Source: an optimization exercise on an open RTL-to-GDS flow (aim: small area). Production flows keep margins and buffers that such runs may drop.
The RTL was checked by simulation tests, not by an equivalence proof against the original design.

==> trial 91: inputs <==
==> flow/design.v (excerpt) <==
module fp_dot4 (
    input  wire         clk,
    input  wire         rst,
    input  wire         in_valid,
    input  wire [127:0] a,
    input  wire [127:0] b,
    output wire         out_valid,
    output wire [31:0]  result
);
make LEC_CHECK=0 CAP_MARGIN=20 CORE_MARGIN=2 CORE_UTILIZATION=60 PLACE_DENSITY=0.72 SLEW_MARGIN=20 SYNTH_HIERARCHICAL=1 SYNTH_MINIMUM_KEEP_SIZE=0 finish   # period 11.0 ns
run.sh (not shown) runs the stock make flow with config.mk's settings and CLKGATE_MAP_FILE= SYNTH_SCRIPT=/design/flow/synth_recipe.tcl, a recipe that flattens the netlist after the stock synthesis.
==> inputs of trial 66, as changes to trial 91 <==
CORE_UTILIZATION = 40   (was 60)
PLACE_DENSITY = not set   (was 0.72)
==> flow_metrics.env <==
export IMPL_maxSlewHeadroom_pct=25.2
export IMPL_multi_input_area_sq_um=93500
export IMPL_drt_iter0_drc=11900
export IMPL_wl_mm=357
export IMPL_rsz0062_at_grt="false"
export IMPL_vias=98900
export IMPL_status="no timing/DRC/antenna violations"
export IMPL_grt_use_met2_pct=58.6
export IMPL_wl_met2_mm=155
export IMPL_vias_per_cell=6.75
export IMPL_grt_util_met1_pct=52.8
export IMPL_hold_slack_ns=0.438
export IMPL_wl_met1_mm=146
export IMPL_slowest_delay_ns=0.71
export IMPL_grt_pass1_wl_mm=559
the above is filed under trial 91

==> flow_metrics.env <==
export IMPL_status="no timing/DRC/antenna violations"
export IMPL_hold_slack_ns=0.442
export IMPL_grt_use_met2_pct=43.2
export IMPL_slowest_delay_ns=0.74
export IMPL_grt_util_met1_pct=37.4
export IMPL_wl_met2_mm=168
export IMPL_vias=97000
export IMPL_numCtsBuffers=57
export IMPL_drt_iter0_drc=9436
export IMPL_grt_pass1_wl_mm=576
export IMPL_wl_met1_mm=162
export IMPL_vias_per_cell=6.11
the above is filed under trial 66


* * *

==> inputs of try-raven <==
Another version of the RTL of fp_dot4 (not shown whole).
## fp_dot4
module fp_dot4 (
    input  wire         clk,
    input  wire         rst,
    input  wire         in_valid,
    input  wire [127:0] a,
    input  wire [127:0] b,
    output wire         out_valid,
    output wire [31:0]  result
);
==> module add_front, before the edit <==
module add_front (A, B, St);
   input  [31:0] A, B;
   output [38:0] St;    
   function [33:0] to_flopoco;
      input [31:0] w;
      reg expZero, expInfty, fracZero, sub;
      begin
         expZero  = (w[30:23] == 8'h00);
         expInfty = (w[30:23] == 8'hff);
         fracZero = (w[22:0] == 23'd0);
         sub = w[22];
         to_flopoco[31:23] = w[31:23];
         to_flopoco[22:0]  = (expZero & sub) ? {w[21:0], 1'b0} : w[22:0];
         to_flopoco[33:32] = (expZero & ~sub) ? 2'b00 :
                             (expInfty & fracZero) ? 2'b10 :
                             (expInfty & ~fracZero) ? 2'b11 : 2'b01;
      end
   endfunction
   wire [33:0] X = to_flopoco(A);
   wire [33:0] Y = to_flopoco(B);
   wire swap = ({X[33:32], X[30:0]} < {Y[33:32], Y[30:0]});
   wire [33:0] newX = swap ? Y : X;
   wire [33:0] newY = swap ? X : Y;
   wire [1:0] excX = newX[33:32];
   wire [1:0] excY = newY[33:32];
   wire signX = newX[31];
   wire signY = newY[31];
   wire diffSigns = signX ^ signY;
   wire [5:0] sXsYExnXY = {signX, signY, excX, excY};
   wire [1:0] excRt = (sXsYExnXY == 6'b000000 || sXsYExnXY == 6'b010000 || sXsYExnXY == 6'b100000 || sXsYExnXY == 6'b110000) ? 2'b00 :
                      (sXsYExnXY == 6'b000101 || sXsYExnXY == 6'b010101 || sXsYExnXY == 6'b100101 || sXsYExnXY == 6'b110101 || sXsYExnXY == 6'b000100 || sXsYExnXY == 6'b010100 || sXsYExnXY == 6'b100100 || sXsYExnXY == 6'b110100 || sXsYExnXY == 6'b000001 || sXsYExnXY == 6'b010001 || sXsYExnXY == 6'b100001 || sXsYExnXY == 6'b110001) ? 2'b01 :
                      (sXsYExnXY == 6'b111010 || sXsYExnXY == 6'b001010 || sXsYExnXY == 6'b001000 || sXsYExnXY == 6'b011000 || sXsYExnXY == 6'b101000 || sXsYExnXY == 6'b111000 || sXsYExnXY == 6'b000010 || sXsYExnXY == 6'b010010 || sXsYExnXY == 6'b100010 || sXsYExnXY == 6'b110010 || sXsYExnXY == 6'b001001 || sXsYExnXY == 6'b011001 || sXsYExnXY == 6'b101001 || sXsYExnXY == 6'b111001 || sXsYExnXY == 6'b000110 || sXsYExnXY == 6'b010110 || sXsYExnXY == 6'b100110 || sXsYExnXY == 6'b110110) ? 2'b10 :
                      2'b11;
   wire signR = (sXsYExnXY == 6'b100000 | sXsYExnXY == 6'b010000) ? 1'b0 : signX;
   wire [8:0] eXmeY = {1'b0, X[30:23]} - {1'b0, Y[30:23]};
   wire [8:0] eYmeX = {1'b0, Y[30:23]} - {1'b0, X[30:23]};
   wire [8:0] expDiff = swap ? eYmeX : eXmeY;
   wire [4:0] shiftVal = (expDiff >= 25) ? 5'd26 : expDiff[4:0];
   wire [23:0] fracY = (excY == 2'b00) ? 24'd0 : {1'b1, newY[22:0]};
   wire [25:0] fracYshift = {fracY, 2'b00} >> shiftVal;
   wire [23:0] stickyMask = ~(24'hffffff << ((shiftVal > 5'd2) ? (shiftVal - 5'd2) : 5'd0));
   wire sticky = |(fracY & stickyMask);
   wire [26:0] fracX = {2'b01, newX[22:0], 2'b00};
   wire [27:0] Tc = {fracX, 1'b1} + {({1'b0, fracYshift} ^ {27{diffSigns}}), diffSigns & ~sticky};
   assign St = {Tc[27:1], sticky, newX[30:23], signR, excRt};
endmodule
==> module add_back, before the edit <==
module add_back (St, result);
   input  [38:0] St;
   output [31:0] result;
   wire [27:0] G = St[38:11];
   wire [7:0] expX = St[10:3];
   wire signR = St[2];
   wire [1:0] excRt = St[1:0];
   wire count4 = (G[27:12] == 16'd0);
   wire [27:0] level4 = count4 ? {G[11:0], 16'd0} : G;
   wire count3 = (level4[27:20] == 8'd0);
   wire [27:0] level3 = count3 ? {level4[19:0], 8'd0} : level4;
   wire count2 = (level3[27:24] == 4'd0);
   wire [27:0] level2 = count2 ? {level3[23:0], 4'd0} : level3;
   wire count1 = (level2[27:26] == 2'd0);
   wire [27:0] level1 = count1 ? {level2[25:0], 2'd0} : level2;
   wire count0 = ~level1[27];
   wire [27:0] O = count0 ? {level1[26:0], 1'b0} : level1;
   wire [4:0] nZeros = {count4, count3, count2, count1, count0};
   wire [9:0] updatedExp = {2'b00, expX} + 10'd1 - {5'b00000, nZeros};
   wire zero = (nZeros == 5'b11111);
   wire stk = O[1] | O[0];
   wire rnd = O[2];
   wire grd = O[3];
   wire lsb = O[4];
   wire addToRoundBit = (~lsb & grd & ~rnd & ~stk) ? 1'b0 : 1'b1;
   wire [33:0] Rounded = {updatedExp, O[26:3]} + {33'd0, addToRoundBit};
   wire [3:0] exExpExc = {Rounded[33:32], excRt};
   wire [1:0] excRt2 = (exExpExc == 4'b0000 || exExpExc == 4'b0100 || exExpExc == 4'b1000 || exExpExc == 4'b1100 || exExpExc == 4'b1001 || exExpExc == 4'b1101) ? 2'b00 :
                       (exExpExc == 4'b0001) ? 2'b01 :
                       (exExpExc == 4'b0010 || exExpExc == 4'b0110 || exExpExc == 4'b0101) ? 2'b10 :
                       2'b11;
   wire [1:0] exnX = zero ? 2'b00 : excRt2;
   wire [7:0] expR = Rounded[31:24];
   wire [22:0] fracR = Rounded[23:1];
   assign result[31] = (exnX == 2'b11) ? 1'b0 : signR;
   assign result[30:23] = (exnX == 2'b00) ? 8'h00 : (exnX == 2'b01) ? expR : 8'hff;
   assign result[22:0] = (exnX == 2'b00) ? 23'd0 :
                         ((expR == 8'h00) & exnX == 2'b01) ? {1'b1, fracR[22:1]} :
                         (exnX == 2'b01) ? fracR :
                         {22'd0, exnX[0]};
endmodule
export LEC_CHECK = 0
export CAP_MARGIN = 20
export CORE_MARGIN = 2
export CORE_UTILIZATION = 68
export PLACE_DENSITY = 0.78
export SLEW_MARGIN = 20
export SYNTH_HIERARCHICAL = 1
export SYNTH_MINIMUM_KEEP_SIZE = 0
create_clock -name core_clock -period 11.0 [get_ports {clk}]
==> inputs of try-zinc, as changes to try-raven <==
--- a/flow/design.v
+++ b/flow/design.v
@@ -1110,6 +1110,12 @@
    wire [25:0] fracYshift = {fracY, 2'b00} >> shiftVal;
-   wire [23:0] stickyMask = ~(24'hffffff << ((shiftVal > 5'd2) ? (shiftVal - 5'd2) : 5'd0));
-   wire sticky = |(fracY & stickyMask);
+   reg [4:0] tz;
+   integer k;
+   always @* begin
+      tz = 5'd24;
+      for (k = 23; k >= 0; k = k - 1) if (fracY[k]) tz = k[4:0];
+   end
+   wire sticky = ({1'b0, shiftVal} > {1'b0, tz} + 6'd2);
    wire [26:0] fracX = {2'b01, newX[22:0], 2'b00};
-   wire [27:0] Tc = {fracX, 1'b1} + {({1'b0, fracYshift} ^ {27{diffSigns}}), diffSigns & ~sticky};
+   wire [27:0] Tc;
+   bk_add28 tadd (.a({fracX, 1'b1}), .b({({1'b0, fracYshift} ^ {27{diffSigns}}), diffSigns & ~sticky}), .s(Tc));
    assign St = {Tc[27:1], sticky, newX[30:23], signR, excRt};
@@ -1141,3 +1147,4 @@
    wire addToRoundBit = (~lsb & grd & ~rnd & ~stk) ? 1'b0 : 1'b1;
-   wire [33:0] Rounded = {updatedExp, O[26:3]} + {33'd0, addToRoundBit};
+   wire [33:0] Rounded;
+   bk_inc34 rinc (.a({updatedExp, O[26:3]}), .cin(addToRoundBit), .s(Rounded));
    wire [3:0] exExpExc = {Rounded[33:32], excRt};
@@ -1207,2 +1214,171 @@
 endmodule
+module bk_add28 (a, b, s);
+   input [27:0] a, b;
+   output [27:0] s;
+   wire [27:0] g = a & b;
+   wire [27:0] p = a ^ b;
+   wire G1 = g[1] | (p[1] & g[0]);
+   wire P1 = p[1] & p[0];
+   wire G2 = g[3] | (p[3] & g[2]);
+   wire P2 = p[3] & p[2];
+   wire G3 = g[5] | (p[5] & g[4]);
+   wire P3 = p[5] & p[4];
+   wire G4 = g[7] | (p[7] & g[6]);
+   wire P4 = p[7] & p[6];
+   wire G5 = g[9] | (p[9] & g[8]);
+   wire P5 = p[9] & p[8];
+   wire G6 = g[11] | (p[11] & g[10]);
+   wire P6 = p[11] & p[10];
+   wire G7 = g[13] | (p[13] & g[12]);
+   wire P7 = p[13] & p[12];
+   wire G8 = g[15] | (p[15] & g[14]);
+   wire P8 = p[15] & p[14];
+   wire G9 = g[17] | (p[17] & g[16]);
+   wire P9 = p[17] & p[16];
+   wire G10 = g[19] | (p[19] & g[18]);
+   wire P10 = p[19] & p[18];
+   wire G11 = g[21] | (p[21] & g[20]);
+   wire P11 = p[21] & p[20];
+   wire G12 = g[23] | (p[23] & g[22]);
+   wire P12 = p[23] & p[22];
+   wire G13 = g[25] | (p[25] & g[24]);
+   wire P13 = p[25] & p[24];
+   wire G14 = g[27] | (p[27] & g[26]);
+   wire P14 = p[27] & p[26];
+   wire G15 = G2 | (P2 & G1);
+   wire P15 = P2 & P1;
+   wire G16 = G4 | (P4 & G3);
+   wire P16 = P4 & P3;
+   wire G17 = G6 | (P6 & G5);
+   wire P17 = P6 & P5;
+   wire G18 = G8 | (P8 & G7);
+   wire P18 = P8 & P7;
+   wire G19 = G10 | (P10 & G9);
+   wire P19 = P10 & P9;
+   wire G20 = G12 | (P12 & G11);
+   wire P20 = P12 & P11;
+   wire G21 = G14 | (P14 & G13);
+   wire P21 = P14 & P13;
+   wire G22 = G16 | (P16 & G15);
+   wire P22 = P16 & P15;
+   wire G23 = G18 | (P18 & G17);
+   wire P23 = P18 & P17;
+   wire G24 = G20 | (P20 & G19);
+   wire P24 = P20 & P19;
+   wire G25 = G23 | (P23 & G22);
+   wire P25 = P23 & P22;
+   wire G26 = G24 | (P24 & G25);
+   wire P26 = P24 & P25;
+   wire G27 = G17 | (P17 & G22);
+   wire P27 = P17 & P22;
+   wire G28 = G19 | (P19 & G25);
+   wire P28 = P19 & P25;
+   wire G29 = G21 | (P21 & G26);
+   wire P29 = P21 & P26;
+   wire G30 = G3 | (P3 & G15);
+   wire P30 = P3 & P15;
+   wire G31 = G5 | (P5 & G22);
+   wire P31 = P5 & P22;
+   wire G32 = G7 | (P7 & G27);
+   wire P32 = P7 & P27;
+   wire G33 = G9 | (P9 & G25);
+   wire P33 = P9 & P25;
+   wire G34 = G11 | (P11 & G28);
+   wire P34 = P11 & P28;
+   wire G35 = G13 | (P13 & G26);
+   wire P35 = P13 & P26;
+   wire G36 = g[2] | (p[2] & G1);
+   wire P36 = p[2] & P1;
+   wire G37 = g[4] | (p[4] & G15);
+   wire P37 = p[4] & P15;
+   wire G38 = g[6] | (p[6] & G30);
+   wire P38 = p[6] & P30;
+   wire G39 = g[8] | (p[8] & G22);
+   wire P39 = p[8] & P22;
+   wire G40 = g[10] | (p[10] & G31);
+   wire P40 = p[10] & P31;
+   wire G41 = g[12] | (p[12] & G27);
+   wire P41 = p[12] & P27;
+   wire G42 = g[14] | (p[14] & G32);
+   wire P42 = p[14] & P32;
+   wire G43 = g[16] | (p[16] & G25);
+   wire P43 = p[16] & P25;
+   wire G44 = g[18] | (p[18] & G33);
+   wire P44 = p[18] & P33;
+   wire G45 = g[20] | (p[20] & G28);
+   wire P45 = p[20] & P28;
+   wire G46 = g[22] | (p[22] & G34);
+   wire P46 = p[22] & P34;
+   wire G47 = g[24] | (p[24] & G26);
+   wire P47 = p[24] & P26;
+   wire G48 = g[26] | (p[26] & G35);
+   wire P48 = p[26] & P35;
+   assign s = p ^ {G48, G35, G47, G26, G46, G34, G45, G28, G44, G33, G43, G25, G42, G32, G41, G27, G40, G31, G39, G22, G38, G30, G37, G15, G36, G1, g[0], 1'b0};
+endmodule
+module bk_inc34 (a, cin, s);
+   input [33:0] a;
+   input cin;
+   output [33:0] s;
+   wire P1 = a[1] & a[0];
+   wire P2 = a[3] & a[2];
+   wire P3 = a[5] & a[4];
+   wire P4 = a[7] & a[6];
+   wire P5 = a[9] & a[8];
+   wire P6 = a[11] & a[10];
+   wire P7 = a[13] & a[12];
+   wire P8 = a[15] & a[14];
+   wire P9 = a[17] & a[16];
+   wire P10 = a[19] & a[18];
+   wire P11 = a[21] & a[20];
+   wire P12 = a[23] & a[22];
+   wire P13 = a[25] & a[24];
+   wire P14 = a[27] & a[26];
+   wire P15 = a[29] & a[28];
+   wire P16 = a[31] & a[30];
+   wire P17 = a[33] & a[32];
+   wire P18 = P2 & P1;
+   wire P19 = P4 & P3;
+   wire P20 = P6 & P5;
+   wire P21 = P8 & P7;
+   wire P22 = P10 & P9;
+   wire P23 = P12 & P11;
+   wire P24 = P14 & P13;
+   wire P25 = P16 & P15;
+   wire P26 = P19 & P18;
+   wire P27 = P21 & P20;
+   wire P28 = P23 & P22;
+   wire P29 = P25 & P24;
+   wire P30 = P27 & P26;
+   wire P31 = P29 & P28;
+   wire P32 = P31 & P30;
+   wire P33 = P28 & P30;
+   wire P34 = P20 & P26;
+   wire P35 = P22 & P30;
+   wire P36 = P24 & P33;
+   wire P37 = P3 & P18;
+   wire P38 = P5 & P26;
+   wire P39 = P7 & P34;
+   wire P40 = P9 & P30;
+   wire P41 = P11 & P35;
+   wire P42 = P13 & P33;
+   wire P43 = P15 & P36;
+   wire P44 = P17 & P32;
+   wire P45 = a[2] & P1;
+   wire P46 = a[4] & P18;
+   wire P47 = a[6] & P37;
+   wire P48 = a[8] & P26;
+   wire P49 = a[10] & P38;
+   wire P50 = a[12] & P34;
+   wire P51 = a[14] & P39;
+   wire P52 = a[16] & P30;
+   wire P53 = a[18] & P40;
+   wire P54 = a[20] & P35;
+   wire P55 = a[22] & P41;
+   wire P56 = a[24] & P33;
+   wire P57 = a[26] & P42;
+   wire P58 = a[28] & P36;
+   wire P59 = a[30] & P43;
+   wire P60 = a[32] & P32;
+   assign s = a ^ ({P60, P32, P59, P43, P58, P36, P57, P42, P56, P33, P55, P41, P54, P35, P53, P40, P52, P30, P51, P39, P50, P34, P49, P38, P48, P26, P47, P37, P46, P18, P45, P1, a[0], 1'b1} & {34{cin}});
+endmodule
 module fp_dot4 (
==> out/metrics.json <==
{
  "area_fraction_of_clock_buffers_and_clock_inverters": {"value": 1.59, "unit": "%"},
  "stages_on_worst_setup_path": {"value": 48},
  "yosys.area_share.adder": {"value": 30.1, "unit": "%"},
  "status": {"value": "complete, no violations"},
  "mostFrequentLayoutCells": {"value": "sky130_fd_sc_hd__xnor2_1 (1,502), sky130_fd_sc_hd__a22oi_1 (1,174), sky130_fd_sc_hd__fa_1 (1,069)"},
  "hold_end": {"value": "valid_pipe[2]"},
  "grt.total_usage": {"value": 44.6, "unit": "%"},
  "final.period_utilization": {"value": 96.2, "unit": "%"},
  "nets": {"value": 14300},
  "xor_xnor_fraction_of_synth_area": {"value": 14.1, "unit": "%"}
}
The numbers above come from try-raven.

==> out/metrics.json <==
{
  "area_fraction_of_clock_buffers_and_clock_inverters": {"value": 1.72, "unit": "%"},
  "stages_on_worst_setup_path": {"value": 49},
  "mostFrequentLayoutCells": {"value": "sky130_fd_sc_hd__xnor2_1 (1,469), sky130_fd_sc_hd__a22oi_1 (1,177), sky130_fd_sc_hd__fa_1 (1,111)"},
  "nets": {"value": 13900},
  "grt.total_usage": {"value": 44.3, "unit": "%"},
  "final.period_utilization": {"value": 95.6, "unit": "%"},
  "hold_end": {"value": "sum01_r[31]"},
  "cts_buffers": {"value": 52},
  "status": {"value": "complete, no violations"}
}
The numbers above come from try-zinc.

[static timing again, ports no longer ideal]
In the flow no input, the clock included, has a driving cell. The finished layouts below were timed again as built, in two steps.
Step 1 (the two cells are an assumption about what drives the block):
set clk [get_ports {clk}]
set_driving_cell -lib_cell sky130_fd_sc_hd__clkbuf_16 $clk
set_driving_cell -lib_cell sky130_fd_sc_hd__buf_2 [delete_from_list [all_inputs] $clk]
Step 2, shift: input delay + t, output delay - t, t = (earliest + latest rising clock arrival at the registers) / 2. This alone moves slack from input paths to output paths.
a / b / c = ideal / step 1 / step 2; a / b = the first two.
| run | shift t [ns] | setup slack, ns | latest minus earliest clock arrival (ns) | worst data-port slew with drivers (ns) |
|---|---|---|---|---|
| trial 91 | 0.738 | 0.605 / 0.605 / -0.053 | 0.061 / 0.061 | 0.22 |
| trial 66 | 0.778 | 0.645 / 0.645 / 0.080 | 0.061 / 0.061 | 0.08 |
| try-raven | 0.720 | 0.421 / 0.421 / -0.192 | 0.057 / 0.057 | 0.24 |
| try-zinc | 0.744 | 0.488 / 0.488 / -0.052 | 0.040 / 0.040 | 0.06 |
Met with ideal ports but missed after step 2: setup timing in trial 91, try-raven and try-zinc. The setup slack of trial 91, which loses most, moves by 0.000 ns with the drivers and by -0.658 ns with both steps.
